This is an optimization exercise on Yosys and OpenROAD, whose aim is small area and a short achievable clock period, not a production implementation. The RTL was checked by simulation tests, not by an equivalence proof against the original design.

$ cat design/flow/design.v
module matrix_multiplier (
    input clk,
    input reset,
    input start,
    input [7:0] in,
    output reg [15:0] o,
    output reg done
);
    reg [4:0] cnt;
    wire busy = cnt != 5'd0;
    wire [7:0] in_n = ~in;    
    reg [7:0] r0 [0:2];
    reg [7:0] r1 [0:2];
    reg [7:0] r2 [0:2];
    wire load_b0 = cnt >= 5'd10 && cnt <= 5'd12;
    wire load_b1 = cnt >= 5'd13 && cnt <= 5'd15;
    wire load_b2 = cnt >= 5'd16 && cnt <= 5'd18;
    always @(posedge clk) begin
        r0[0] <= load_b0 ? in_n : r0[2];
        r1[0] <= load_b1 ? in_n : r1[2];
        r2[0] <= load_b2 ? in_n : r2[2];
        r0[1] <= r0[0]; r0[2] <= r0[1];
        r1[1] <= r1[0]; r1[2] <= r1[1];
        r2[1] <= r2[0]; r2[2] <= r2[1];
    end
    reg [7:0] a0 [0:2];
    always @(posedge clk)
        if (cnt == 5'd1 || cnt == 5'd4 || cnt == 5'd7 || cnt == 5'd20 || cnt == 5'd23) begin
            a0[0] <= a0[1]; a0[1] <= a0[2]; a0[2] <= in_n;
        end
    reg [7:0] a1 [0:2];
    always @(posedge clk)
        if (cnt == 5'd2 || cnt == 5'd5 || cnt == 5'd8 || cnt == 5'd21 || cnt == 5'd24) begin
            a1[0] <= a1[1]; a1[1] <= a1[2]; a1[2] <= in_n;
        end
    reg [7:0] a2 [0:2];
    always @(posedge clk)
        if (cnt == 5'd3 || cnt == 5'd6 || cnt == 5'd9 || cnt == 5'd22 || cnt == 5'd25) begin
            a2[0] <= a2[1]; a2[1] <= a2[2]; a2[2] <= in_n;
        end
    wire [7:0] ha0 = a0[0];           
    wire [7:0] b0 = r0[1];            
    wire [7:0] ha1 = a1[0];           
    wire [7:0] b1 = r1[2];            
    wire [7:0] ha2 = a2[0];           
    wire [7:0] b2 = r2[0];            
    reg a1e_next;
    always @(posedge clk) a1e_next <= cnt == 5'd20 || cnt == 5'd23;
    wire ha1e = a1e_next ? a1[1][7] : a1[0][7];
    wire b1e = r1[1][0];
    wire s0_1 = ~(ha0[0] | b0[6]) ^ ~(ha0[1] | b0[5]);
    wire s0_2 = ~(ha0[0] | b0[6]) & ~(ha0[1] | b0[5]);
    wire s0_3, s0_4;
    fadd u_s0_3 (~(ha0[0] | b0[7]), ~(ha0[1] | b0[6]), ~(ha0[2] | b0[5]), s0_3, s0_4);
    wire s0_5, s0_6;
    fadd u_s0_5 (~(ha0[3] | b0[4]), ~(ha0[4] | b0[3]), ~(ha0[5] | b0[2]), s0_5, s0_6);
    wire s0_7, s0_8;
    fadd u_s0_7 (~(ha0[1] | b0[7]), ~(ha0[2] | b0[6]), ~(ha0[3] | b0[5]), s0_7, s0_8);
    wire s0_9 = ~(ha0[4] | b0[4]) ^ ~(ha0[5] | b0[3]);
    wire s0_10 = ~(ha0[4] | b0[4]) & ~(ha0[5] | b0[3]);
    wire s0_11, s0_12;
    fadd u_s0_11 (~(ha0[2] | b0[7]), ~(ha0[3] | b0[6]), ~(ha0[4] | b0[5]), s0_11, s0_12);
    wire s0_13 = ~(ha0[0] | b0[4]) ^ ~(ha0[1] | b0[3]);
    wire s0_14 = ~(ha0[0] | b0[4]) & ~(ha0[1] | b0[3]);
    wire s0_15, s0_16;
    fadd u_s0_15 (~(ha0[0] | b0[5]), ~(ha0[1] | b0[4]), ~(ha0[2] | b0[3]), s0_15, s0_16);
    wire s0_17 = ~(ha0[3] | b0[2]) ^ ~(ha0[4] | b0[1]);
    wire s0_18 = ~(ha0[3] | b0[2]) & ~(ha0[4] | b0[1]);
    wire s0_19, s0_20;
    fadd u_s0_19 (s0_1, ~(ha0[2] | b0[4]), ~(ha0[3] | b0[3]), s0_19, s0_20);
    wire s0_21, s0_22;
    fadd u_s0_21 (~(ha0[4] | b0[2]), ~(ha0[5] | b0[1]), ~(ha0[6] | b0[0]), s0_21, s0_22);
    wire s0_23, s0_24;
    fadd u_s0_23 (s0_2, s0_3, s0_5, s0_23, s0_24);
    wire s0_25, s0_26;
    fadd u_s0_25 (~(ha0[6] | b0[1]), ~(ha0[7] | b0[0]), ~(ha1e | b1e), s0_25, s0_26);
    wire s0_27, s0_28;
    fadd u_s0_27 (s0_4, s0_6, s0_7, s0_27, s0_28);
    wire s0_29, s0_30;
    fadd u_s0_29 (s0_9, ~(ha0[6] | b0[2]), ~(ha0[7] | b0[1]), s0_29, s0_30);
    wire s0_31, s0_32;
    fadd u_s0_31 (s0_8, s0_10, s0_11, s0_31, s0_32);
    wire s0_33, s0_34;
    fadd u_s0_33 (~(ha0[5] | b0[4]), ~(ha0[6] | b0[3]), ~(ha0[7] | b0[2]), s0_33, s0_34);
    wire s0_35, s0_36;
    fadd u_s0_35 (s0_12, ~(ha0[3] | b0[7]), ~(ha0[4] | b0[6]), s0_35, s0_36);
    wire s0_37, s0_38;
    fadd u_s0_37 (~(ha0[5] | b0[5]), ~(ha0[6] | b0[4]), ~(ha0[7] | b0[3]), s0_37, s0_38);
    wire s0_39, s0_40;
    fadd u_s0_39 (~(ha0[4] | b0[7]), ~(ha0[5] | b0[6]), ~(ha0[6] | b0[5]), s0_39, s0_40);
    wire s0_41 = ~(ha0[0] | b0[3]) ^ ~(ha0[1] | b0[2]);
    wire s0_42 = ~(ha0[0] | b0[3]) & ~(ha0[1] | b0[2]);
    wire s0_43, s0_44;
    fadd u_s0_43 (s0_13, ~(ha0[2] | b0[2]), ~(ha0[3] | b0[1]), s0_43, s0_44);
    wire s0_45, s0_46;
    fadd u_s0_45 (s0_14, s0_15, s0_17, s0_45, s0_46);
    wire s0_47, s0_48;
    fadd u_s0_47 (s0_16, s0_18, s0_19, s0_47, s0_48);
    wire s0_49, s0_50;
    fadd u_s0_49 (s0_20, s0_22, s0_23, s0_49, s0_50);
    wire s0_51, s0_52;
    fadd u_s0_51 (s0_24, s0_26, s0_27, s0_51, s0_52);
    wire s0_53, s0_54;
    fadd u_s0_53 (s0_28, s0_30, s0_31, s0_53, s0_54);
    wire s0_55, s0_56;
    fadd u_s0_55 (s0_32, s0_34, s0_35, s0_55, s0_56);
    wire s0_57, s0_58;
    fadd u_s0_57 (s0_36, s0_38, s0_39, s0_57, s0_58);
    wire s0_59, s0_60;
    fadd u_s0_59 (s0_40, ~(ha0[5] | b0[7]), ~(ha0[6] | b0[6]), s0_59, s0_60);
    wire s0_61 = ~(ha0[0] | b0[2]) ^ ~(ha0[1] | b0[1]);
    wire s0_62 = ~(ha0[0] | b0[2]) & ~(ha0[1] | b0[1]);
    wire s0_63, s0_64;
    fadd u_s0_63 (s0_41, ~(ha0[2] | b0[1]), ~(ha0[3] | b0[0]), s0_63, s0_64);
    wire s0_65, s0_66;
    fadd u_s0_65 (s0_42, s0_43, ~(ha0[4] | b0[0]), s0_65, s0_66);
    wire s0_67, s0_68;
    fadd u_s0_67 (s0_44, s0_45, ~(ha0[5] | b0[0]), s0_67, s0_68);
    wire s0_69, s0_70;
    fadd u_s0_69 (s0_46, s0_47, s0_21, s0_69, s0_70);
    wire s0_71, s0_72;
    fadd u_s0_71 (s0_48, s0_49, s0_25, s0_71, s0_72);
    wire s0_73, s0_74;
    fadd u_s0_73 (s0_50, s0_51, s0_29, s0_73, s0_74);
    wire s0_75, s0_76;
    fadd u_s0_75 (s0_52, s0_53, s0_33, s0_75, s0_76);
    wire s0_77, s0_78;
    fadd u_s0_77 (s0_54, s0_55, s0_37, s0_77, s0_78);
    wire s0_79, s0_80;
    fadd u_s0_79 (s0_56, s0_57, ~(ha0[7] | b0[4]), s0_79, s0_80);
    wire s0_81, s0_82;
    fadd u_s0_81 (s0_58, s0_59, ~(ha0[7] | b0[5]), s0_81, s0_82);
    wire s0_83, s0_84;
    fadd u_s0_83 (s0_60, ~(ha0[6] | b0[7]), ~(ha0[7] | b0[6]), s0_83, s0_84);
    reg q0_s0, q0_s1, q0_c1, q0_s2, q0_c2, q0_s3, q0_c3, q0_s4, q0_c4, q0_s5, q0_c5, q0_s6, q0_c6, q0_s7, q0_c7, q0_s8, q0_c8, q0_s9, q0_c9, q0_s10, q0_c10, q0_s11, q0_c11, q0_s12, q0_c12, q0_s13, q0_c13, q0_s14, q0_c14;
    always @(posedge clk) begin
        q0_s0 <= ~(ha0[0] | b0[0]);
        q0_s1 <= ~(ha0[0] | b0[1]);
        q0_c1 <= ~(ha0[1] | b0[0]);
        q0_s2 <= s0_61;
        q0_c2 <= ~(ha0[2] | b0[0]);
        q0_s3 <= s0_62;
        q0_c3 <= s0_63;
        q0_s4 <= s0_64;
        q0_c4 <= s0_65;
        q0_s5 <= s0_66;
        q0_c5 <= s0_67;
        q0_s6 <= s0_68;
        q0_c6 <= s0_69;
        q0_s7 <= s0_70;
        q0_c7 <= s0_71;
        q0_s8 <= s0_72;
        q0_c8 <= s0_73;
        q0_s9 <= s0_74;
        q0_c9 <= s0_75;
        q0_s10 <= s0_76;
        q0_c10 <= s0_77;
        q0_s11 <= s0_78;
        q0_c11 <= s0_79;
        q0_s12 <= s0_80;
        q0_c12 <= s0_81;
        q0_s13 <= s0_82;
        q0_c13 <= s0_83;
        q0_s14 <= s0_84;
        q0_c14 <= ~(ha0[7] | b0[7]);
    end
    wire s1_1 = q0_s4 ^ q0_c4;
    wire s1_2 = q0_s4 & q0_c4;
    wire s1_3, s1_4;
    fadd u_s1_3 (q0_s5, q0_c5, ~(ha1[0] | b1[5]), s1_3, s1_4);
    wire s1_5 = ~(ha1[1] | b1[4]) ^ ~(ha1[2] | b1[3]);
    wire s1_6 = ~(ha1[1] | b1[4]) & ~(ha1[2] | b1[3]);
    wire s1_7, s1_8;
    fadd u_s1_7 (q0_s6, q0_c6, ~(ha1[0] | b1[6]), s1_7, s1_8);
    wire s1_9, s1_10;
    fadd u_s1_9 (~(ha1[1] | b1[5]), ~(ha1[2] | b1[4]), ~(ha1[3] | b1[3]), s1_9, s1_10);
    wire s1_11 = ~(ha1[4] | b1[2]) ^ ~(ha1[5] | b1[1]);
    wire s1_12 = ~(ha1[4] | b1[2]) & ~(ha1[5] | b1[1]);
    wire s1_13, s1_14;
    fadd u_s1_13 (q0_s7, q0_c7, ~(ha1[0] | b1[7]), s1_13, s1_14);
    wire s1_15, s1_16;
    fadd u_s1_15 (~(ha1[1] | b1[6]), ~(ha1[2] | b1[5]), ~(ha1[3] | b1[4]), s1_15, s1_16);
    wire s1_17, s1_18;
    fadd u_s1_17 (~(ha1[4] | b1[3]), ~(ha1[5] | b1[2]), ~(ha1[6] | b1[1]), s1_17, s1_18);
    wire s1_19, s1_20;
    fadd u_s1_19 (q0_s8, q0_c8, ~(ha1[1] | b1[7]), s1_19, s1_20);
    wire s1_21, s1_22;
    fadd u_s1_21 (~(ha1[2] | b1[6]), ~(ha1[3] | b1[5]), ~(ha1[4] | b1[4]), s1_21, s1_22);
    wire s1_23, s1_24;
    fadd u_s1_23 (~(ha1[5] | b1[3]), ~(ha1[6] | b1[2]), ~(ha1[7] | b1[1]), s1_23, s1_24);
    wire s1_25, s1_26;
    fadd u_s1_25 (q0_s9, q0_c9, ~(ha1[2] | b1[7]), s1_25, s1_26);
    wire s1_27, s1_28;
    fadd u_s1_27 (~(ha1[3] | b1[6]), ~(ha1[4] | b1[5]), ~(ha1[5] | b1[4]), s1_27, s1_28);
    wire s1_29 = ~(ha1[6] | b1[3]) ^ ~(ha1[7] | b1[2]);
    wire s1_30 = ~(ha1[6] | b1[3]) & ~(ha1[7] | b1[2]);
    wire s1_31, s1_32;
    fadd u_s1_31 (q0_s10, q0_c10, ~(ha1[3] | b1[7]), s1_31, s1_32);
    wire s1_33, s1_34;
    fadd u_s1_33 (~(ha1[4] | b1[6]), ~(ha1[5] | b1[5]), ~(ha1[6] | b1[4]), s1_33, s1_34);
    wire s1_35, s1_36;
    fadd u_s1_35 (q0_s11, q0_c11, ~(ha1[4] | b1[7]), s1_35, s1_36);
    wire s1_37 = q0_s2 ^ q0_c2;
    wire s1_38 = q0_s2 & q0_c2;
    wire s1_39, s1_40;
    fadd u_s1_39 (q0_s3, q0_c3, ~(ha1[0] | b1[3]), s1_39, s1_40);
    wire s1_41 = ~(ha1[1] | b1[2]) ^ ~(ha1[2] | b1[1]);
    wire s1_42 = ~(ha1[1] | b1[2]) & ~(ha1[2] | b1[1]);
    wire s1_43, s1_44;
    fadd u_s1_43 (s1_1, ~(ha1[0] | b1[4]), ~(ha1[1] | b1[3]), s1_43, s1_44);
    wire s1_45, s1_46;
    fadd u_s1_45 (~(ha1[2] | b1[2]), ~(ha1[3] | b1[1]), ~(ha1[4] | b1[0]), s1_45, s1_46);
    wire s1_47, s1_48;
    fadd u_s1_47 (s1_2, s1_3, s1_5, s1_47, s1_48);
    wire s1_49, s1_50;
    fadd u_s1_49 (~(ha1[3] | b1[2]), ~(ha1[4] | b1[1]), ~(ha1[5] | b1[0]), s1_49, s1_50);
    wire s1_51, s1_52;
    fadd u_s1_51 (s1_4, s1_6, s1_7, s1_51, s1_52);
    wire s1_53, s1_54;
    fadd u_s1_53 (s1_9, s1_11, ~(ha1[6] | b1[0]), s1_53, s1_54);
    wire s1_55, s1_56;
    fadd u_s1_55 (s1_8, s1_10, s1_12, s1_55, s1_56);
    wire s1_57, s1_58;
    fadd u_s1_57 (s1_13, s1_15, s1_17, s1_57, s1_58);
    wire s1_59, s1_60;
    fadd u_s1_59 (s1_14, s1_16, s1_18, s1_59, s1_60);
    wire s1_61, s1_62;
    fadd u_s1_61 (s1_19, s1_21, s1_23, s1_61, s1_62);
    wire s1_63, s1_64;
    fadd u_s1_63 (s1_20, s1_22, s1_24, s1_63, s1_64);
    wire s1_65, s1_66;
    fadd u_s1_65 (s1_25, s1_27, s1_29, s1_65, s1_66);
    wire s1_67, s1_68;
    fadd u_s1_67 (s1_26, s1_28, s1_30, s1_67, s1_68);
    wire s1_69, s1_70;
    fadd u_s1_69 (s1_31, s1_33, ~(ha1[7] | b1[3]), s1_69, s1_70);
    wire s1_71, s1_72;
    fadd u_s1_71 (s1_32, s1_34, s1_35, s1_71, s1_72);
    wire s1_73, s1_74;
    fadd u_s1_73 (~(ha1[5] | b1[6]), ~(ha1[6] | b1[5]), ~(ha1[7] | b1[4]), s1_73, s1_74);
    wire s1_75, s1_76;
    fadd u_s1_75 (s1_36, q0_s12, q0_c12, s1_75, s1_76);
    wire s1_77, s1_78;
    fadd u_s1_77 (~(ha1[5] | b1[7]), ~(ha1[6] | b1[6]), ~(ha1[7] | b1[5]), s1_77, s1_78);
    wire s1_79, s1_80;
    fadd u_s1_79 (q0_s13, q0_c13, ~(ha1[6] | b1[7]), s1_79, s1_80);
    wire s1_81 = q0_s1 ^ q0_c1;
    wire s1_82 = q0_s1 & q0_c1;
    wire s1_83, s1_84;
    fadd u_s1_83 (s1_37, ~(ha1[0] | b1[2]), ~(ha1[1] | b1[1]), s1_83, s1_84);
    wire s1_85, s1_86;
    fadd u_s1_85 (s1_38, s1_39, s1_41, s1_85, s1_86);
    wire s1_87, s1_88;
    fadd u_s1_87 (s1_40, s1_42, s1_43, s1_87, s1_88);
    wire s1_89, s1_90;
    fadd u_s1_89 (s1_44, s1_46, s1_47, s1_89, s1_90);
    wire s1_91, s1_92;
    fadd u_s1_91 (s1_48, s1_50, s1_51, s1_91, s1_92);
    wire s1_93, s1_94;
    fadd u_s1_93 (s1_52, s1_54, s1_55, s1_93, s1_94);
    wire s1_95, s1_96;
    fadd u_s1_95 (s1_56, s1_58, s1_59, s1_95, s1_96);
    wire s1_97, s1_98;
    fadd u_s1_97 (s1_60, s1_62, s1_63, s1_97, s1_98);
    wire s1_99, s1_100;
    fadd u_s1_99 (s1_64, s1_66, s1_67, s1_99, s1_100);
    wire s1_101, s1_102;
    fadd u_s1_101 (s1_68, s1_70, s1_71, s1_101, s1_102);
    wire s1_103, s1_104;
    fadd u_s1_103 (s1_72, s1_74, s1_75, s1_103, s1_104);
    wire s1_105, s1_106;
    fadd u_s1_105 (s1_76, s1_78, s1_79, s1_105, s1_106);
    wire s1_107, s1_108;
    fadd u_s1_107 (s1_80, q0_s14, q0_c14, s1_107, s1_108);
    wire s1_109 = s1_81 ^ ~(ha1[0] | b1[1]);
    wire s1_110 = s1_81 & ~(ha1[0] | b1[1]);
    wire s1_111, s1_112;
    fadd u_s1_111 (s1_82, s1_83, ~(ha1[2] | b1[0]), s1_111, s1_112);
    wire s1_113, s1_114;
    fadd u_s1_113 (s1_84, s1_85, ~(ha1[3] | b1[0]), s1_113, s1_114);
    wire s1_115, s1_116;
    fadd u_s1_115 (s1_86, s1_87, s1_45, s1_115, s1_116);
    wire s1_117, s1_118;
    fadd u_s1_117 (s1_88, s1_89, s1_49, s1_117, s1_118);
    wire s1_119, s1_120;
    fadd u_s1_119 (s1_90, s1_91, s1_53, s1_119, s1_120);
    wire s1_121, s1_122;
    fadd u_s1_121 (s1_92, s1_93, s1_57, s1_121, s1_122);
    wire s1_123, s1_124;
    fadd u_s1_123 (s1_94, s1_95, s1_61, s1_123, s1_124);
    wire s1_125, s1_126;
    fadd u_s1_125 (s1_96, s1_97, s1_65, s1_125, s1_126);
    wire s1_127, s1_128;
    fadd u_s1_127 (s1_98, s1_99, s1_69, s1_127, s1_128);
    wire s1_129, s1_130;
    fadd u_s1_129 (s1_100, s1_101, s1_73, s1_129, s1_130);
    wire s1_131, s1_132;
    fadd u_s1_131 (s1_102, s1_103, s1_77, s1_131, s1_132);
    wire s1_133, s1_134;
    fadd u_s1_133 (s1_104, s1_105, ~(ha1[7] | b1[6]), s1_133, s1_134);
    wire s1_135, s1_136;
    fadd u_s1_135 (s1_106, s1_107, ~(ha1[7] | b1[7]), s1_135, s1_136);
    reg q1_s0, q1_c0, q1_s1, q1_c1, q1_s2, q1_c2, q1_s3, q1_c3, q1_s4, q1_c4, q1_s5, q1_c5, q1_s6, q1_c6, q1_s7, q1_c7, q1_s8, q1_c8, q1_s9, q1_c9, q1_s10, q1_c10, q1_s11, q1_c11, q1_s12, q1_c12, q1_s13, q1_c13, q1_s14, q1_c14, q1_s15, q1_c15;
    always @(posedge clk) begin
        q1_s0 <= q0_s0;
        q1_c0 <= ~(ha1[0] | b1[0]);
        q1_s1 <= s1_109;
        q1_c1 <= ~(ha1[1] | b1[0]);
        q1_s2 <= s1_110;
        q1_c2 <= s1_111;
        q1_s3 <= s1_112;
        q1_c3 <= s1_113;
        q1_s4 <= s1_114;
        q1_c4 <= s1_115;
        q1_s5 <= s1_116;
        q1_c5 <= s1_117;
        q1_s6 <= s1_118;
        q1_c6 <= s1_119;
        q1_s7 <= s1_120;
        q1_c7 <= s1_121;
        q1_s8 <= s1_122;
        q1_c8 <= s1_123;
        q1_s9 <= s1_124;
        q1_c9 <= s1_125;
        q1_s10 <= s1_126;
        q1_c10 <= s1_127;
        q1_s11 <= s1_128;
        q1_c11 <= s1_129;
        q1_s12 <= s1_130;
        q1_c12 <= s1_131;
        q1_s13 <= s1_132;
        q1_c13 <= s1_133;
        q1_s14 <= s1_134;
        q1_c14 <= s1_135;
        q1_s15 <= s1_136;
        q1_c15 <= s1_108;
    end
    wire s2_1 = q1_s4 ^ q1_c4;
    wire s2_2 = q1_s4 & q1_c4;
    wire s2_3, s2_4;
    fadd u_s2_3 (q1_s5, q1_c5, ~(ha2[0] | b2[5]), s2_3, s2_4);
    wire s2_5 = ~(ha2[1] | b2[4]) ^ ~(ha2[2] | b2[3]);
    wire s2_6 = ~(ha2[1] | b2[4]) & ~(ha2[2] | b2[3]);
    wire s2_7, s2_8;
    fadd u_s2_7 (q1_s6, q1_c6, ~(ha2[0] | b2[6]), s2_7, s2_8);
    wire s2_9, s2_10;
    fadd u_s2_9 (~(ha2[1] | b2[5]), ~(ha2[2] | b2[4]), ~(ha2[3] | b2[3]), s2_9, s2_10);
    wire s2_11 = ~(ha2[4] | b2[2]) ^ ~(ha2[5] | b2[1]);
    wire s2_12 = ~(ha2[4] | b2[2]) & ~(ha2[5] | b2[1]);
    wire s2_13, s2_14;
    fadd u_s2_13 (q1_s7, q1_c7, ~(ha2[0] | b2[7]), s2_13, s2_14);
    wire s2_15, s2_16;
    fadd u_s2_15 (~(ha2[1] | b2[6]), ~(ha2[2] | b2[5]), ~(ha2[3] | b2[4]), s2_15, s2_16);
    wire s2_17, s2_18;
    fadd u_s2_17 (~(ha2[4] | b2[3]), ~(ha2[5] | b2[2]), ~(ha2[6] | b2[1]), s2_17, s2_18);
    wire s2_19, s2_20;
    fadd u_s2_19 (q1_s8, q1_c8, ~(ha2[1] | b2[7]), s2_19, s2_20);
    wire s2_21, s2_22;
    fadd u_s2_21 (~(ha2[2] | b2[6]), ~(ha2[3] | b2[5]), ~(ha2[4] | b2[4]), s2_21, s2_22);
    wire s2_23, s2_24;
    fadd u_s2_23 (~(ha2[5] | b2[3]), ~(ha2[6] | b2[2]), ~(ha2[7] | b2[1]), s2_23, s2_24);
    wire s2_25, s2_26;
    fadd u_s2_25 (q1_s9, q1_c9, ~(ha2[2] | b2[7]), s2_25, s2_26);
    wire s2_27, s2_28;
    fadd u_s2_27 (~(ha2[3] | b2[6]), ~(ha2[4] | b2[5]), ~(ha2[5] | b2[4]), s2_27, s2_28);
    wire s2_29 = ~(ha2[6] | b2[3]) ^ ~(ha2[7] | b2[2]);
    wire s2_30 = ~(ha2[6] | b2[3]) & ~(ha2[7] | b2[2]);
    wire s2_31, s2_32;
    fadd u_s2_31 (q1_s10, q1_c10, ~(ha2[3] | b2[7]), s2_31, s2_32);
    wire s2_33, s2_34;
    fadd u_s2_33 (~(ha2[4] | b2[6]), ~(ha2[5] | b2[5]), ~(ha2[6] | b2[4]), s2_33, s2_34);
    wire s2_35, s2_36;
    fadd u_s2_35 (q1_s11, q1_c11, ~(ha2[4] | b2[7]), s2_35, s2_36);
    wire s2_37 = q1_s2 ^ q1_c2;
    wire s2_38 = q1_s2 & q1_c2;
    wire s2_39, s2_40;
    fadd u_s2_39 (q1_s3, q1_c3, ~(ha2[0] | b2[3]), s2_39, s2_40);
    wire s2_41 = ~(ha2[1] | b2[2]) ^ ~(ha2[2] | b2[1]);
    wire s2_42 = ~(ha2[1] | b2[2]) & ~(ha2[2] | b2[1]);
    wire s2_43, s2_44;
    fadd u_s2_43 (s2_1, ~(ha2[0] | b2[4]), ~(ha2[1] | b2[3]), s2_43, s2_44);
    wire s2_45, s2_46;
    fadd u_s2_45 (~(ha2[2] | b2[2]), ~(ha2[3] | b2[1]), ~(ha2[4] | b2[0]), s2_45, s2_46);
    wire s2_47, s2_48;
    fadd u_s2_47 (s2_2, s2_3, s2_5, s2_47, s2_48);
    wire s2_49, s2_50;
    fadd u_s2_49 (~(ha2[3] | b2[2]), ~(ha2[4] | b2[1]), ~(ha2[5] | b2[0]), s2_49, s2_50);
    wire s2_51, s2_52;
    fadd u_s2_51 (s2_4, s2_6, s2_7, s2_51, s2_52);
    wire s2_53, s2_54;
    fadd u_s2_53 (s2_9, s2_11, ~(ha2[6] | b2[0]), s2_53, s2_54);
    wire s2_55, s2_56;
    fadd u_s2_55 (s2_8, s2_10, s2_12, s2_55, s2_56);
    wire s2_57, s2_58;
    fadd u_s2_57 (s2_13, s2_15, s2_17, s2_57, s2_58);
    wire s2_59, s2_60;
    fadd u_s2_59 (s2_14, s2_16, s2_18, s2_59, s2_60);
    wire s2_61, s2_62;
    fadd u_s2_61 (s2_19, s2_21, s2_23, s2_61, s2_62);
    wire s2_63, s2_64;
    fadd u_s2_63 (s2_20, s2_22, s2_24, s2_63, s2_64);
    wire s2_65, s2_66;
    fadd u_s2_65 (s2_25, s2_27, s2_29, s2_65, s2_66);
    wire s2_67, s2_68;
    fadd u_s2_67 (s2_26, s2_28, s2_30, s2_67, s2_68);
    wire s2_69, s2_70;
    fadd u_s2_69 (s2_31, s2_33, ~(ha2[7] | b2[3]), s2_69, s2_70);
    wire s2_71, s2_72;
    fadd u_s2_71 (s2_32, s2_34, s2_35, s2_71, s2_72);
    wire s2_73, s2_74;
    fadd u_s2_73 (~(ha2[5] | b2[6]), ~(ha2[6] | b2[5]), ~(ha2[7] | b2[4]), s2_73, s2_74);
    wire s2_75, s2_76;
    fadd u_s2_75 (s2_36, q1_s12, q1_c12, s2_75, s2_76);
    wire s2_77, s2_78;
    fadd u_s2_77 (~(ha2[5] | b2[7]), ~(ha2[6] | b2[6]), ~(ha2[7] | b2[5]), s2_77, s2_78);
    wire s2_79, s2_80;
    fadd u_s2_79 (q1_s13, q1_c13, ~(ha2[6] | b2[7]), s2_79, s2_80);
    wire s2_81 = q1_s1 ^ q1_c1;
    wire s2_82 = q1_s1 & q1_c1;
    wire s2_83, s2_84;
    fadd u_s2_83 (s2_37, ~(ha2[0] | b2[2]), ~(ha2[1] | b2[1]), s2_83, s2_84);
    wire s2_85, s2_86;
    fadd u_s2_85 (s2_38, s2_39, s2_41, s2_85, s2_86);
    wire s2_87, s2_88;
    fadd u_s2_87 (s2_40, s2_42, s2_43, s2_87, s2_88);
    wire s2_89, s2_90;
    fadd u_s2_89 (s2_44, s2_46, s2_47, s2_89, s2_90);
    wire s2_91, s2_92;
    fadd u_s2_91 (s2_48, s2_50, s2_51, s2_91, s2_92);
    wire s2_93, s2_94;
    fadd u_s2_93 (s2_52, s2_54, s2_55, s2_93, s2_94);
    wire s2_95, s2_96;
    fadd u_s2_95 (s2_56, s2_58, s2_59, s2_95, s2_96);
    wire s2_97, s2_98;
    fadd u_s2_97 (s2_60, s2_62, s2_63, s2_97, s2_98);
    wire s2_99, s2_100;
    fadd u_s2_99 (s2_64, s2_66, s2_67, s2_99, s2_100);
    wire s2_101, s2_102;
    fadd u_s2_101 (s2_68, s2_70, s2_71, s2_101, s2_102);
    wire s2_103, s2_104;
    fadd u_s2_103 (s2_72, s2_74, s2_75, s2_103, s2_104);
    wire s2_105, s2_106;
    fadd u_s2_105 (s2_76, s2_78, s2_79, s2_105, s2_106);
    wire s2_107, s2_108;
    fadd u_s2_107 (s2_80, q1_s14, q1_c14, s2_107, s2_108);
    wire s2_109 = q1_s0 ^ q1_c0;
    wire s2_110 = q1_s0 & q1_c0;
    wire s2_111, s2_112;
    fadd u_s2_111 (s2_81, ~(ha2[0] | b2[1]), ~(ha2[1] | b2[0]), s2_111, s2_112);
    wire s2_113, s2_114;
    fadd u_s2_113 (s2_82, s2_83, ~(ha2[2] | b2[0]), s2_113, s2_114);
    wire s2_115, s2_116;
    fadd u_s2_115 (s2_84, s2_85, ~(ha2[3] | b2[0]), s2_115, s2_116);
    wire s2_117, s2_118;
    fadd u_s2_117 (s2_86, s2_87, s2_45, s2_117, s2_118);
    wire s2_119, s2_120;
    fadd u_s2_119 (s2_88, s2_89, s2_49, s2_119, s2_120);
    wire s2_121, s2_122;
    fadd u_s2_121 (s2_90, s2_91, s2_53, s2_121, s2_122);
    wire s2_123, s2_124;
    fadd u_s2_123 (s2_92, s2_93, s2_57, s2_123, s2_124);
    wire s2_125, s2_126;
    fadd u_s2_125 (s2_94, s2_95, s2_61, s2_125, s2_126);
    wire s2_127, s2_128;
    fadd u_s2_127 (s2_96, s2_97, s2_65, s2_127, s2_128);
    wire s2_129, s2_130;
    fadd u_s2_129 (s2_98, s2_99, s2_69, s2_129, s2_130);
    wire s2_131, s2_132;
    fadd u_s2_131 (s2_100, s2_101, s2_73, s2_131, s2_132);
    wire s2_133, s2_134;
    fadd u_s2_133 (s2_102, s2_103, s2_77, s2_133, s2_134);
    wire s2_135, s2_136;
    fadd u_s2_135 (s2_104, s2_105, ~(ha2[7] | b2[6]), s2_135, s2_136);
    wire s2_137, s2_138;
    fadd u_s2_137 (s2_106, s2_107, ~(ha2[7] | b2[7]), s2_137, s2_138);
    wire s2_139, s2_140;
    fadd u_s2_139 (s2_108, q1_s15, q1_c15, s2_139, s2_140);
    reg q2_s0, q2_c0, q2_s1, q2_c1, q2_s2, q2_c2, q2_s3, q2_c3, q2_s4, q2_c4, q2_s5, q2_c5, q2_s6, q2_c6, q2_s7, q2_c7, q2_s8, q2_c8, q2_s9, q2_c9, q2_s10, q2_c10, q2_s11, q2_c11, q2_s12, q2_c12, q2_s13, q2_c13, q2_s14, q2_c14, q2_s15, q2_c15, q2_x7;
    always @(posedge clk) begin
        q2_s0 <= s2_109;
        q2_c0 <= ~(ha2[0] | b2[0]);
        q2_s1 <= s2_110;
        q2_c1 <= s2_111;
        q2_s2 <= s2_112;
        q2_c2 <= s2_113;
        q2_s3 <= s2_114;
        q2_c3 <= s2_115;
        q2_s4 <= s2_116;
        q2_c4 <= s2_117;
        q2_s5 <= s2_118;
        q2_c5 <= s2_119;
        q2_s6 <= s2_120;
        q2_c6 <= s2_121;
        q2_s7 <= s2_122;
        q2_c7 <= s2_123;
        q2_s8 <= s2_124;
        q2_c8 <= s2_125;
        q2_s9 <= s2_126;
        q2_c9 <= s2_127;
        q2_s10 <= s2_128;
        q2_c10 <= s2_129;
        q2_s11 <= s2_130;
        q2_c11 <= s2_131;
        q2_s12 <= s2_132;
        q2_c12 <= s2_133;
        q2_s13 <= s2_134;
        q2_c13 <= s2_135;
        q2_s14 <= s2_136;
        q2_c14 <= s2_137;
        q2_s15 <= s2_138;
        q2_c15 <= s2_139;
        q2_x7 <= ~(ha2[7] | b2[0]);
    end
    wire [15:0] sum_s = {q2_s15, q2_s14, q2_s13, q2_s12, q2_s11, q2_s10, q2_s9, q2_s8, q2_s7, q2_s6, q2_s5, q2_s4, q2_s3, q2_s2, q2_s1, q2_s0};
    wire [15:0] sum_c = {q2_c15, q2_c14, q2_c13, q2_c12, q2_c11, q2_c10, q2_c9, q2_c8, q2_c7, q2_c6, q2_c5, q2_c4, q2_c3, q2_c2, q2_c1, q2_c0};
    wire [15:0] sum = sum_s + sum_c + {8'd0, q2_x7, 7'd0};
    wire valid = cnt >= 5'd21 && cnt <= 5'd29;
    always @(posedge clk or posedge reset) begin
        if (reset) begin
            cnt  <= 5'd0;
            o    <= 16'd0;
            done <= 1'b0;
        end else begin
            o    <= valid ? sum : 16'd0;
            done <= cnt == 5'd29 || cnt == 5'd30;
            if (cnt == 5'd30)
                cnt <= 5'd0;
            else if (busy || start)
                cnt <= cnt + 5'd1;
        end
    end
endmodule
module fadd (input a, input b, input c, output s, output co);
    assign s  = a ^ b ^ c;
    assign co = (a & b) | (a & c) | (b & c);
endmodule
$ cat design/flow/flow/run.sh
#!/bin/bash
# The standard layout flow with these changes in how the layout is made (the
# clock period and the constraints stay the design's): the ports are buffered
# with buf_2 cells, and clock tree synthesis adds no dummy loads. The make
# output goes to standard.log; each ORFS step keeps its own log under orfs/logs.
set -euo pipefail
bash standard.sh SETUP_SLACK_MARGIN=5 \
    "BUFFER_PORTS_ARGS=-buffer_cell sky130_fd_sc_hd__buf_2" \
    "CTS_ARGS=-sink_clustering_enable -repair_clock_nets -dont_use_dummy_load -buf_list sky130_fd_sc_hd__clkbuf_8 -sink_clustering_size 20 -sink_clustering_max_diameter 60" \
    finish > standard.log 2>&1
$ cat design/flow/standard.sh
#!/bin/bash
# synth_recipe.tcl (not shown) runs the flow's synth.tcl, then flattens the netlist and writes it again
# the make line also repeats each setting of config.mk as NAME=value (left out here)
make -C /OpenROAD-flow-scripts/flow DESIGN_CONFIG=/design/flow/config.mk WORK_HOME=/design/flow/orfs CLKGATE_MAP_FILE= SYNTH_SCRIPT=/design/flow/synth_recipe.tcl "${@:-finish}"
$ cat design/flow/config.mk
export PLATFORM = sky130hd
export DESIGN_NAME = matrix_multiplier
export DESIGN_NICKNAME = matrix_multiplier
export VERILOG_FILES = /design/flow/design.v
export SDC_FILE = /design/flow/constraint.sdc
export NUM_CORES = 4
export LEC_CHECK = 0
export CAP_MARGIN = 20
export CORE_MARGIN = 2
export CORE_UTILIZATION = 40
export CTS_BUF_LIST = sky130_fd_sc_hd__clkbuf_8
export CTS_CLUSTER_DIAMETER = 60
export CTS_CLUSTER_SIZE = 20
export SLEW_MARGIN = 20
export SYNTH_HIERARCHICAL = 1
export SYNTH_MINIMUM_KEEP_SIZE = 0
$ cat design/flow/constraint.sdc
create_clock -name core_clock -period 8.0 [get_ports {clk}]
set_input_delay 1.6000 -clock core_clock [delete_from_list [all_inputs] [get_ports {clk}]]
set_output_delay 1.6000 -clock core_clock [all_outputs]
set_load 0.01 [all_outputs]
==> impl_metrics.prom, run 1 <==
# TYPE chip_impl_metric gauge
chip_impl_metric{name="synthesis.yosys.warnings",unit=""} 13
chip_impl_metric{name="cts_max_level",unit=""} 1
chip_impl_metric{name="std_cell_rows",unit=""} 63
chip_impl_metric{name="synth_top_cell_area_share",unit="%"} 27.8
chip_impl_info{name="layout.cells.most_common_list",value="nor2_1 (208), dfxtp_1 (167), fa_1 (160)"} 1
chip_impl_info{name="synthDominantAreaCellType",value="dfxtp_1"} 1
chip_impl_info{name="cts_root_buf",value="clkbuf_8"} 1
chip_impl_info{name="status",value="timing/DRC/antenna clean"} 1
chip_impl_metric{name="track_usage",unit="%"} 14.6
chip_impl_metric{name="grt_max_degree",unit=""} 25
chip_impl_metric{name="slew_viol_final",unit=""} 0
chip_impl_info{name="timing.hold.worst.class",value="reg2reg"} 1
chip_impl_metric{name="synth_cell_type_count",unit=""} 53
chip_impl_metric{name="grt-ovfl-total",unit=""} 0
chip_impl_metric{name="setup_violations",unit=""} 0
chip_impl_info{name="ys_dominant_reg_cell",value="dfxtp_1"} 1
chip_impl_metric{name="mappedNetlistNets",unit=""} 1150
chip_impl_metric{name="die_x",unit="µm"} 177
chip_impl_info{name="startpoint_type",value="flip-flop"} 1
chip_impl_metric{name="clock_tree.buffer_depth",unit=""} 3
chip_impl_metric{name="worst-endpoint-arrival",unit="ps"} 3210
chip_impl_metric{name="worst_slack_after_detailed_placement",unit="ps"} 5210
chip_impl_metric{name="dp_hpwl",unit="mm"} 16.7
chip_impl_metric{name="n_fill_cell",unit=""} 2798
chip_impl_metric{name="synth.avg_cell_area",unit="µm²"} 13.0
chip_impl_metric{name="placement.cell_area",unit="µm²"} 12500
chip_impl_metric{name="postSynth.asyncResetShare",unit="%"} 8.43
chip_impl_metric{name="max_clock_freq",unit="GHz"} 0.352
chip_impl_metric{name="ios",unit=""} 28
chip_impl_metric{name="postLayoutCellArea",unit="µm²"} 12700
chip_impl_metric{name="critical_path_peak_fanout",unit=""} 8
chip_impl_metric{name="portBuffers",unit=""} 27
chip_impl_metric{name="floorplan.initialDensity",unit="%"} 40.5
chip_impl_metric{name="cts_inserted_buffers",unit=""} 21
chip_impl_metric{name="area.growth.synth_to_final",unit="%"} 6.02
chip_impl_metric{name="timing.final.ws_setup",unit="ps"} 5160
chip_impl_metric{name="synth-edff-count",unit=""} 72
chip_impl_metric{name="finish.net_count",unit=""} 1144
chip_impl_metric{name="clock_sinks",unit=""} 261
chip_impl_metric{name="core_area",unit="µm²"} 29600
chip_impl_info{name="layout_commonest_cell",value="nor2_1"} 1
chip_impl_metric{name="post-route-util",unit="%"} 43.0
chip_impl_metric{name="initial_antenna_violation_count",unit=""} 0
chip_impl_metric{name="vias_per_cell",unit=""} 4.83
chip_impl_metric{name="post_synth_inst_count",unit=""} 924
chip_impl_metric{name="cts.repair.resized",unit=""} 0
chip_impl_metric{name="register_area",unit="µm²"} 6060
chip_impl_metric{name="global_route_wire_length_before_repair",unit="mm"} 36.2
chip_impl_info{name="synth.area.top_cells",value="dfxtp_1 (28%), fa_1 (27%), edfxtp_1 (18%), nor2_1 (6.5%), ha_1 (5.7%)"} 1
chip_impl_metric{name="die_area",unit="µm²"} 31400
chip_impl_metric{name="via_count_of_the_first_global_routing_pass",unit=""} 6857
chip_impl_info{name="timing_worst_setup_path_type",value="reg2reg"} 1
chip_impl_metric{name="post_cts_hold_buffer_count",unit=""} 0
chip_impl_metric{name="postCtsSetupRepairBufs",unit=""} 0
chip_impl_metric{name="diodes",unit=""} 0
chip_impl_metric{name="timing.max_slew.rel_slack",unit="%"} 43.5
chip_impl_metric{name="cp_data_required_time",unit="ps"} 8370
chip_impl_metric{name="synth.ff_latch_count",unit=""} 261
chip_impl_metric{name="synth_sequential_area_ratio",unit="%"} 50.4
chip_impl_info{name="rsz_0062_raised_after_global_routing",value="false"} 1
chip_impl_metric{name="drc_errors",unit=""} 0
chip_impl_metric{name="worst_clock_skew",unit="ps"} 59.3
chip_impl_metric{name="postRouteAntennaNets",unit=""} 0
chip_impl_metric{name="wire_per_inst",unit="µm"} 16.7
chip_impl_metric{name="finalWirelength",unit="mm"} 21.7
chip_impl_metric{name="clock_insertion_delay_worst_skew",unit="ps"} 550
chip_impl_metric{name="setup_total_negative_slack",unit="ps"} 0
chip_impl_metric{name="via_count",unit=""} 6307
chip_impl_metric{name="multiInputGateArea",unit="µm²"} 5680
chip_impl_metric{name="maxCapViolations",unit=""} 0
chip_impl_metric{name="post_route_cells_drive_above_1_share",unit="%"} 6.55
chip_impl_metric{name="initialDrtViolationCount",unit=""} 329
chip_impl_metric{name="synth.cell_area",unit="µm²"} 12000
chip_impl_metric{name="cts.reportedPaths.clkPinSlew",unit="ps"} 110
chip_impl_metric{name="worst_slew_pin_slew",unit="ps"} 847
chip_impl_metric{name="timing.final.hold_violations",unit=""} 0
chip_impl_metric{name="dr.pass1.iters",unit=""} 4
chip_impl_info{name="worst_setup_path_end_kind",value="flip-flop"} 1
chip_impl_metric{name="die_height",unit="µm"} 177
chip_impl_info{name="tritoncts",value="yes"} 1
chip_impl_metric{name="layout_worst_path_cycle_share",unit="%"} 35.6
chip_impl_metric{name="period_needed",unit="ps"} 2840
chip_impl_metric{name="finalWeightedCongestion",unit=""} 0.845
kinds of logic (layout without fill, tap and decap cells):
logic type | after synthesis | count (layout) | synth area share [%]
fa+ha+maj | 215 | 215 | 32.4
compound gates | 83 | 83 | 4.60
xor+xnor | 9 | 9 | 0.656
flops | 261 | 261 | 50.4
mux | 1 | 1 | 0.0833
simple gates | 277 | 277 | 9.41
buf+inv | 78 | 70 | 2.47
synth_stat cells, types with 2 or more instances:
cell type / n
a211oi_1: 3
a21o_1: 6
a21oi_1: 10
a22oi_1: 2
a31oi_1: 4
and2_1: 4
and3_1: 5
buf_2: 3
clkbuf_1: 56
dfrtp_1: 22
dfxtp_1: 167
edfxtp_1: 72
fa_1: 160
ha_1: 55
inv_1: 19
nand2_1: 33
nand2b_1: 3
nand3_1: 8
nand4_1: 2
nor2_1: 208
nor2b_1: 3
nor3_1: 3
nor3b_1: 2
o211ai_1: 3
o21ai_0: 6
o21ai_1: 30
o2bb2ai_1: 2
xnor2_1: 3
xor2_1: 6
sequential cells by signal, summed over array words and instances (netlist names), 5 cells and up:
register	cells
cnt	5
a1	24
a0	24
r1	24
o	16
a2	24
r2	24
r0	24
layout make-up:
class,instances,share of cell area (%)
Clock buffer,21,2.27
Inverter,19,0.560
Multi-Input combinational cell,585,44.6
Sequential cell,261,47.5
Tap cell,390,3.83
Timing Repair Buffer,30,1.24
stage by stage:
stage	hold WS, ps	instances
2_1_floorplan	310	924
3_3_place_gp	310	1285
3_5_place_dp	312	1285
4_1_cts	328	1306
5_1_grt	328	1306
6_report	327	1306
per-layer routing:
metal | vias up | track usage [%] | wire length, µm
met5 | - | 0 | 0
met4 | 0 | 4.00 | 544
met3 | 34 | 2.14 | 782
met2 | 110 | 23.8 | 9970
met1 | 3196 | 20.6 | 10400
li1 | 2967 | - | -
critical path, cell delays in order (launching register included):
cell	delay [ps]
edfxtp_1	570
nor2_1	200
fa_1	480
fa_1	460
fa_1	540
fa_1	410
Yosys stat by module, one instance, submodules excluded:
module | times used | flops+latches
fadd | 158 | 0
matrix_multiplier | 1 | 261
final timing paths:
| kind | from | to | slack (ps) | cells past startpoint |
|---|---|---|---|---|
| min in group asynchronous | reset | done | 1220 | 2 |
| max in group asynchronous | reset | o[12] | 6200 | 2 |
| hold / removal | r0[0][0] | r0[1][0] | 330 | 0 |
| hold reg to reg | r0[0][0] | r0[1][0] | 330 | 0 |
| setup / recovery | a1[0][2] | q1_c7 | 5160 | 5 |
| setup reg to reg | a1[0][2] | q1_c7 | 5160 | 5 |
==> run 2, diff against run 1 <==
--- a/design/flow/config.mk
+++ b/design/flow/config.mk
@@ -9,3 +9,3 @@
 export CORE_MARGIN = 2
-export CORE_UTILIZATION = 40
+export CORE_UTILIZATION = 50
 export CTS_BUF_LIST = sky130_fd_sc_hd__clkbuf_8
==> run 2 against run 1 <==
  * Still clean on timing, DRC and antenna
  * Wire length shrank 2.0%
  * Utilization is 11 points higher
  * Area after synthesis is the same
  * Hold slack got worse by 22 ps
  * Critical endpoint unchanged
  * Largest cell class unchanged
  * Highest routed layer unchanged
==> impl_metrics.prom, run 2 <==
# TYPE chip_impl_metric gauge
chip_impl_info{name="status",value="timing/DRC/antenna clean"} 1
chip_impl_metric{name="synth.ff_latch_count",unit=""} 261
chip_impl_metric{name="synth_cell_type_count",unit=""} 53
chip_impl_metric{name="timing.final.ws_setup",unit="ps"} 5160
chip_impl_metric{name="core_area",unit="µm²"} 23500
chip_impl_metric{name="cts_inserted_buffers",unit=""} 22
chip_impl_metric{name="worst_slew_pin_slew",unit="ps"} 914
chip_impl_metric{name="placement.cell_area",unit="µm²"} 12400
chip_impl_metric{name="clock_insertion_delay_worst_skew",unit="ps"} 550
chip_impl_metric{name="timing.final.hold_violations",unit=""} 0
chip_impl_metric{name="post_route_cells_drive_above_1_share",unit="%"} 6.55
chip_impl_metric{name="dr.pass1.iters",unit=""} 4
chip_impl_metric{name="layout.cells.non_filler",unit=""} 1235
chip_impl_metric{name="drc_errors",unit=""} 0
chip_impl_metric{name="initialDrtViolationCount",unit=""} 284
chip_impl_info{name="most_numerous_cell_in_the_yosys_netlist",value="nor2_1"} 1
chip_impl_metric{name="postRouteAntennaNets",unit=""} 0
chip_impl_metric{name="finish.net_count",unit=""} 1144
chip_impl_metric{name="floorplan.initialDensity",unit="%"} 51.0
chip_impl_metric{name="critical_path_peak_fanout",unit=""} 8
chip_impl_metric{name="multiInputGateArea",unit="µm²"} 5690
chip_impl_metric{name="post_cts_hold_buffer_count",unit=""} 0
chip_impl_metric{name="dp_hpwl",unit="mm"} 16.4
chip_impl_metric{name="setup_violations",unit=""} 0
chip_impl_metric{name="grt_max_degree",unit=""} 25
chip_impl_metric{name="initial_antenna_violation_count",unit=""} 0
chip_impl_metric{name="postSynth.asyncResetShare",unit="%"} 8.43
chip_impl_metric{name="layout_worst_path_cycle_share",unit="%"} 35.5
chip_impl_info{name="rsz_0062_raised_after_global_routing",value="false"} 1
chip_impl_metric{name="register_area",unit="µm²"} 6060
chip_impl_metric{name="postCtsSetupRepairBufs",unit=""} 0
chip_impl_metric{name="via_count",unit=""} 6248
chip_impl_metric{name="cts_max_level",unit=""} 1
chip_impl_metric{name="die_x",unit="µm"} 159
chip_impl_metric{name="ios",unit=""} 28
chip_impl_metric{name="worst_slack_after_detailed_placement",unit="ps"} 5200
chip_impl_metric{name="finalWeightedCongestion",unit=""} 0.868
chip_impl_info{name="synth.top_cells.by_count",value="nor2_1 (208), dfxtp_1 (167), fa_1 (160)"} 1
chip_impl_metric{name="clock_tree.buffer_depth",unit=""} 3
chip_impl_metric{name="worst_clock_skew",unit="ps"} 58.3
chip_impl_metric{name="die_height",unit="µm"} 159
chip_impl_info{name="layout_commonest_cell",value="nor2_1"} 1
chip_impl_info{name="timing.hold.worst.class",value="reg2reg"} 1
chip_impl_info{name="synthDominantAreaCellType",value="dfxtp_1"} 1
chip_impl_metric{name="synth_top_cell_area_share",unit="%"} 27.8
chip_impl_info{name="worst_setup_path_end_kind",value="flip-flop"} 1
chip_impl_metric{name="finalWirelength",unit="mm"} 21.3
chip_impl_info{name="layout.cells.most_common_list",value="nor2_1 (208), dfxtp_1 (167), fa_1 (160)"} 1
chip_impl_metric{name="maxCapViolations",unit=""} 0
chip_impl_metric{name="diodes",unit=""} 0
chip_impl_metric{name="vias_per_cell",unit=""} 5.06
chip_impl_metric{name="setup_total_negative_slack",unit="ps"} 0
chip_impl_info{name="ys_dominant_reg_cell",value="dfxtp_1"} 1
chip_impl_metric{name="area.growth.synth_to_final",unit="%"} 5.39
chip_impl_info{name="timing_worst_setup_path_type",value="reg2reg"} 1
chip_impl_metric{name="wire_per_inst",unit="µm"} 17.3
chip_impl_metric{name="mappedNetlistNets",unit=""} 1150
chip_impl_metric{name="postLayoutCellArea",unit="µm²"} 12700
chip_impl_metric{name="grt-ovfl-total",unit=""} 0
chip_impl_metric{name="via_count_of_the_first_global_routing_pass",unit=""} 6679
chip_impl_metric{name="synth.cell_area",unit="µm²"} 12000
chip_impl_metric{name="period_needed",unit="ps"} 2840
chip_impl_metric{name="global_route_wire_length_before_repair",unit="mm"} 35.2
chip_impl_metric{name="max_clock_freq",unit="GHz"} 0.352
chip_impl_metric{name="synthesis.yosys.warnings",unit=""} 13
chip_impl_metric{name="cp_data_required_time",unit="ps"} 8370
chip_impl_info{name="tritoncts",value="yes"} 1
chip_impl_metric{name="die_area",unit="µm²"} 25300
chip_impl_metric{name="cts.reportedPaths.clkPinSlew",unit="ps"} 110
chip_impl_metric{name="portBuffers",unit=""} 27
chip_impl_metric{name="post_synth_inst_count",unit=""} 924
chip_impl_metric{name="std_cell_rows",unit=""} 56
chip_impl_metric{name="timing.max_slew.rel_slack",unit="%"} 38.8
chip_impl_metric{name="synth_sequential_area_ratio",unit="%"} 50.4
chip_impl_metric{name="place.detailed.instances",unit=""} 1213
chip_impl_metric{name="track_usage",unit="%"} 17.4
chip_impl_info{name="cts_root_buf",value="clkbuf_8"} 1
chip_impl_metric{name="synth-edff-count",unit=""} 72
chip_impl_metric{name="worst-endpoint-arrival",unit="ps"} 3210
chip_impl_metric{name="n_fill_cell",unit=""} 2027
chip_impl_metric{name="synth.avg_cell_area",unit="µm²"} 13.0
chip_impl_metric{name="clock_sinks",unit=""} 261
chip_impl_metric{name="cts.repair.resized",unit=""} 0
chip_impl_metric{name="slew_viol_final",unit=""} 0
chip_impl_info{name="synth.area.top_cells",value="dfxtp_1 (28%), fa_1 (27%), edfxtp_1 (18%), nor2_1 (6.5%), ha_1 (5.7%)"} 1
chip_impl_info{name="startpoint_type",value="flip-flop"} 1
run 2: cell count changes in the layout (fill, tap and decap cells not counted), sizes merged:
cell / change
clkbuf: +1
buf: -1
run 2: layout make-up:
| class | instances | share of cell area, % |
|---|---|---|
| repair buffers | 29 | 1.19 |
| flip-flops and latches | 261 | 47.8 |
| inverters | 19 | 0.563 |
| well taps | 319 | 3.15 |
| clock buffers | 22 | 2.39 |
| multi-input cells | 585 | 44.9 |
run 2: kinds of logic after synthesis:
group	synth area share, %
AOI/OAI and AO/OA	4.60
xor gates and xnor gates	0.656
adders and majority gates	32.4
buffers and inverters	2.47
DFF	50.4
muxes	0.0833
and+or+nand+nor	9.41
run 2: path summary, 6_finish.rpt:
path	start	end	slack (ps)	cells past startpoint
max	a1[0][2]	q1_c7	5160	5
min	r2[1][6]	r2[2][6]	300	0
max reg2reg	a1[0][2]	q1_c7	5160	5
min reg2reg	r2[1][6]	r2[2][6]	300	0
max in group asynchronous	reset	o[3]	6240	2
min in group asynchronous	reset	done	1200	2
run 2: modules after synthesis, one instance, submodules excluded:
module,cells inside,flip-flops and latches
matrix_multiplier,766,261
fadd,1,0
run 2: metrics by stage:
step                      hold slack (ps)  util (%)
after floorplan                       310         -
final                                 305      53.8
after CTS                             302      53.8
after global routing                  306      53.8
after global placement                310      52.5
after detailed placement              312      52.5
run 2: worst max-delay path: stages (launching register included):
cell and delay, ps:
edfxtp_1 580, nor2_1 210, fa_1 460, fa_1 460, fa_1 540, fa_1 410
run 2: routing by layer:
layer	track usage, %	up-vias	part of all wire, %
li1	-	2967	-
met1	24.3	3144	47
met2	28.7	103	47
met3	2.68	34	3.5
met4	4.75	0	2.6
met5	0	-	0
==> run 3, diff against run 2 <==
==> design/flow/flow/run.sh (replaced) <==
#!/bin/bash
# The standard layout flow with these changes in how the layout is made (the
# clock period and the constraints stay the design's): the ports are buffered
# with buf_1 cells, and clock tree synthesis adds no dummy loads. The make
# output goes to standard.log; each ORFS step keeps its own log under orfs/logs.
set -euo pipefail
bash standard.sh SETUP_SLACK_MARGIN=5 \
    "BUFFER_PORTS_ARGS=-buffer_cell sky130_fd_sc_hd__buf_1" \
    "CTS_ARGS=-sink_clustering_enable -repair_clock_nets -dont_use_dummy_load -buf_list sky130_fd_sc_hd__clkbuf_8 -sink_clustering_size 20 -sink_clustering_max_diameter 60" \
    finish > standard.log 2>&1
--- a/design/flow/config.mk
+++ b/design/flow/config.mk
@@ -9,3 +9,3 @@
 export CORE_MARGIN = 2
-export CORE_UTILIZATION = 50
+export CORE_UTILIZATION = 40
 export CTS_BUF_LIST = sky130_fd_sc_hd__clkbuf_8
==> run 3 against run 2 <==
  * Still clean on timing, DRC and antenna
  * Synthesized cell count is the same
  * Global-route usage shrank 2.9 points
  * Maximum frequency down 0.30%
  * Die area up 24%
  * Via count hardly changed
  * Critical path type unchanged
==> impl_metrics.prom, run 3 <==
# TYPE chip_impl_metric gauge
chip_impl_info{name="layout_commonest_cell",value="nor2_1"} 1
chip_impl_metric{name="die_height",unit="µm"} 177
chip_impl_metric{name="fin_worst_hold_slack",unit="ps"} 275
chip_impl_info{name="cts_root_buf",value="clkbuf_8"} 1
chip_impl_metric{name="setup_violations",unit=""} 0
chip_impl_metric{name="initialDrtViolationCount",unit=""} 320
chip_impl_metric{name="portBuffers",unit=""} 27
chip_impl_metric{name="synth.cell_area",unit="µm²"} 12000
chip_impl_metric{name="n_fill_cell",unit=""} 2801
chip_impl_metric{name="grt-ovfl-total",unit=""} 0
chip_impl_metric{name="track_usage",unit="%"} 14.5
chip_impl_metric{name="grt_max_degree",unit=""} 25
chip_impl_metric{name="clock_insertion_delay_worst_skew",unit="ps"} 550
chip_impl_metric{name="ios",unit=""} 28
chip_impl_metric{name="via_count",unit=""} 6244
chip_impl_metric{name="setup_total_negative_slack",unit="ps"} 0
chip_impl_metric{name="clock_tree.buffer_depth",unit=""} 3
chip_impl_metric{name="cts_max_level",unit=""} 1
chip_impl_info{name="tritoncts",value="yes"} 1
chip_impl_metric{name="dr.pass1.iters",unit=""} 4
chip_impl_metric{name="postCtsSetupRepairBufs",unit=""} 0
chip_impl_metric{name="cts.reportedPaths.clkPinSlew",unit="ps"} 110
chip_impl_metric{name="slew_viol_final",unit=""} 0
chip_impl_metric{name="max_clock_freq",unit="GHz"} 0.351
chip_impl_metric{name="diodes",unit=""} 0
chip_impl_metric{name="timing.final.hold_violations",unit=""} 0
chip_impl_metric{name="global_route_wire_length_before_repair",unit="mm"} 35.8
chip_impl_metric{name="post_cts_hold_buffer_count",unit=""} 0
chip_impl_metric{name="worst-endpoint-arrival",unit="ps"} 3230
chip_impl_metric{name="layout_worst_path_cycle_share",unit="%"} 35.6
chip_impl_metric{name="timing.max_slew.rel_slack",unit="%"} 44.2
chip_impl_metric{name="finalWirelength",unit="mm"} 21.2
chip_impl_metric{name="postSynth.asyncResetShare",unit="%"} 8.43
chip_impl_info{name="most_numerous_cell_in_the_yosys_netlist",value="nor2_1"} 1
chip_impl_metric{name="finalWeightedCongestion",unit=""} 0.857
chip_impl_metric{name="std_cell_rows",unit=""} 63
chip_impl_metric{name="area.growth.synth_to_final",unit="%"} 5.62
chip_impl_info{name="synth.area.top_cells",value="dfxtp_1 (28%), fa_1 (27%), edfxtp_1 (18%), nor2_1 (6.5%), ha_1 (5.7%)"} 1
chip_impl_metric{name="drc_errors",unit=""} 0
chip_impl_metric{name="cts_inserted_buffers",unit=""} 20
chip_impl_metric{name="cp_data_required_time",unit="ps"} 8380
chip_impl_metric{name="vias_per_cell",unit=""} 4.78
chip_impl_metric{name="mappedNetlistNets",unit=""} 1150
chip_impl_metric{name="worst_clock_skew",unit="ps"} 49.2
chip_impl_info{name="layout.cells.most_common_list",value="nor2_1 (208), dfxtp_1 (167), fa_1 (160)"} 1
chip_impl_info{name="status",value="timing/DRC/antenna clean"} 1
chip_impl_metric{name="via_count_of_the_first_global_routing_pass",unit=""} 6751
chip_impl_metric{name="worst_slew_pin_slew",unit="ps"} 837
chip_impl_info{name="synthDominantAreaCellType",value="dfxtp_1"} 1
chip_impl_metric{name="postRouteAntennaNets",unit=""} 0
chip_impl_metric{name="register_area",unit="µm²"} 6060
chip_impl_metric{name="synthesis.yosys.warnings",unit=""} 13
chip_impl_metric{name="period_needed",unit="ps"} 2850
chip_impl_metric{name="clock_sinks",unit=""} 261
chip_impl_info{name="rsz_0062_raised_after_global_routing",value="false"} 1
chip_impl_metric{name="die_area",unit="µm²"} 31400
chip_impl_metric{name="postLayoutCellArea",unit="µm²"} 12700
chip_impl_info{name="ys_dominant_reg_cell",value="dfxtp_1"} 1
chip_impl_info{name="synth.top_cells.by_count",value="nor2_1 (208), dfxtp_1 (167), fa_1 (160)"} 1
chip_impl_info{name="timing.hold.worst.class",value="reg2reg"} 1
chip_impl_info{name="worst_setup_path_end_kind",value="flip-flop"} 1
chip_impl_metric{name="multiInputGateArea",unit="µm²"} 5680
chip_impl_metric{name="cts.repair.resized",unit=""} 0
chip_impl_metric{name="synth.ff_latch_count",unit=""} 261
chip_impl_metric{name="post_synth_inst_count",unit=""} 924
chip_impl_info{name="startpoint_type",value="flip-flop"} 1
chip_impl_metric{name="post_route_cells_drive_above_1_share",unit="%"} 3.50
chip_impl_metric{name="synth_sequential_area_ratio",unit="%"} 50.4
chip_impl_metric{name="timing.final.ws_setup",unit="ps"} 5150
chip_impl_metric{name="synth.avg_cell_area",unit="µm²"} 13.0
chip_impl_metric{name="worst_slack_after_detailed_placement",unit="ps"} 5210
chip_impl_metric{name="synth-edff-count",unit=""} 72
chip_impl_metric{name="critical_path_peak_fanout",unit=""} 8
chip_impl_metric{name="die_x",unit="µm"} 177
chip_impl_metric{name="dp_hpwl",unit="mm"} 16.4
chip_impl_metric{name="post-route-util",unit="%"} 42.8
chip_impl_metric{name="finish.net_count",unit=""} 1143
chip_impl_metric{name="synth_top_cell_area_share",unit="%"} 27.8
chip_impl_info{name="timing_worst_setup_path_type",value="reg2reg"} 1
chip_impl_metric{name="wire_per_inst",unit="µm"} 16.2
chip_impl_metric{name="core_area",unit="µm²"} 29600
chip_impl_metric{name="placement.cell_area",unit="µm²"} 12400
chip_impl_metric{name="floorplan.initialDensity",unit="%"} 40.5
chip_impl_metric{name="maxCapViolations",unit=""} 0
chip_impl_metric{name="synth_cell_type_count",unit=""} 53
chip_impl_metric{name="initial_antenna_violation_count",unit=""} 0
[run 3: cell counts after synthesis]
Identical to the previous run, type by type.
[run 3: modules after synthesis (local to each module, per instance)]
module	cell area, µm²	copies in the design	flops+latches
matrix_multiplier	8850	1	261
fadd	20.0	158	0
[run 3: cells by family (layout without fill, tap and decap cells)]
group,after synthesis,after routing,synth area share (%)
XOR/XNOR,9,9,0.656
flip-flops,261,261,50.4
AND/OR/NAND/NOR,277,277,9.41
multiplexers,1,1,0.0833
AO/OA/AOI/OAI,83,83,4.60
buffers and inverters,78,69,2.47
adder cells (fa/ha/maj),215,215,32.4
[run 3: area by class of cell]
type	instances	area share, %
clock buffers	20	2.17
flip-flops and latches	261	47.7
multi-input cells	585	44.7
repair buffers	30	0.976
well taps	390	3.84
inverters	19	0.562
[run 3: metrics by stage]
step	instances
floorplan	924
global placement	1285
CTS	1305
finish	1305
detailed placement	1285
global route	1305
[run 3: worst paths after layout]
check                          from       end  slack [ps]  cells past startpoint
min in group asynchronous     reset      done        1180                      2
min                        r1[1][5]  r1[2][5]         280                      0
max in group asynchronous     reset      o[7]        6240                      2
max reg2reg                a1[0][2]     q1_c7        5150                      5
min reg2reg                r1[1][5]  r1[2][5]         280                      0
max                        a1[0][2]     q1_c7        5150                      5
[run 3: critical path: stages, from the launching register on]
cell      delay [ps]
edfxtp_1         580
nor2_1           220
fa_1             470
fa_1             460
fa_1             540
fa_1             410
[run 3: routing by layer]
metal,vias up,wire length (µm),global-route usage [%]
met3,37,926,2.66
met1,3120,9940,20.3
met5,-,0,0
met4,0,545,4.10
li1,2967,-,-
met2,120,9760,23.2

==> afterwards: timing with drivers on the ports <==
The flow's constraints put no driver on any port. The routed layouts listed below were extracted and timed again, unchanged, in two steps. Step 1 assumes that a clkbuf_16 drives the clock port and a buf_2 every other input. Step 2 moves the port delays by t, midway between the first and last clock arrival at a register: inputs arrive t later, outputs are due t later. That takes back most of the time a late clock gives input paths. a / b / c = no drivers / after step 1 / after step 2; a / b = the first two.
run | shift t [ns] | setup WS [ns] | latest minus earliest clock arrival (ns)
run 1 | 0.558 | 5.156 / 5.156 / 5.156 | 0.061 / 0.061
run 2 | 0.557 | 5.160 / 5.160 / 5.160 | 0.059 / 0.059
run 3 | 0.565 | 5.152 / 5.152 / 5.152 | 0.055 / 0.055
After both steps setup and hold are still met in every run listed.
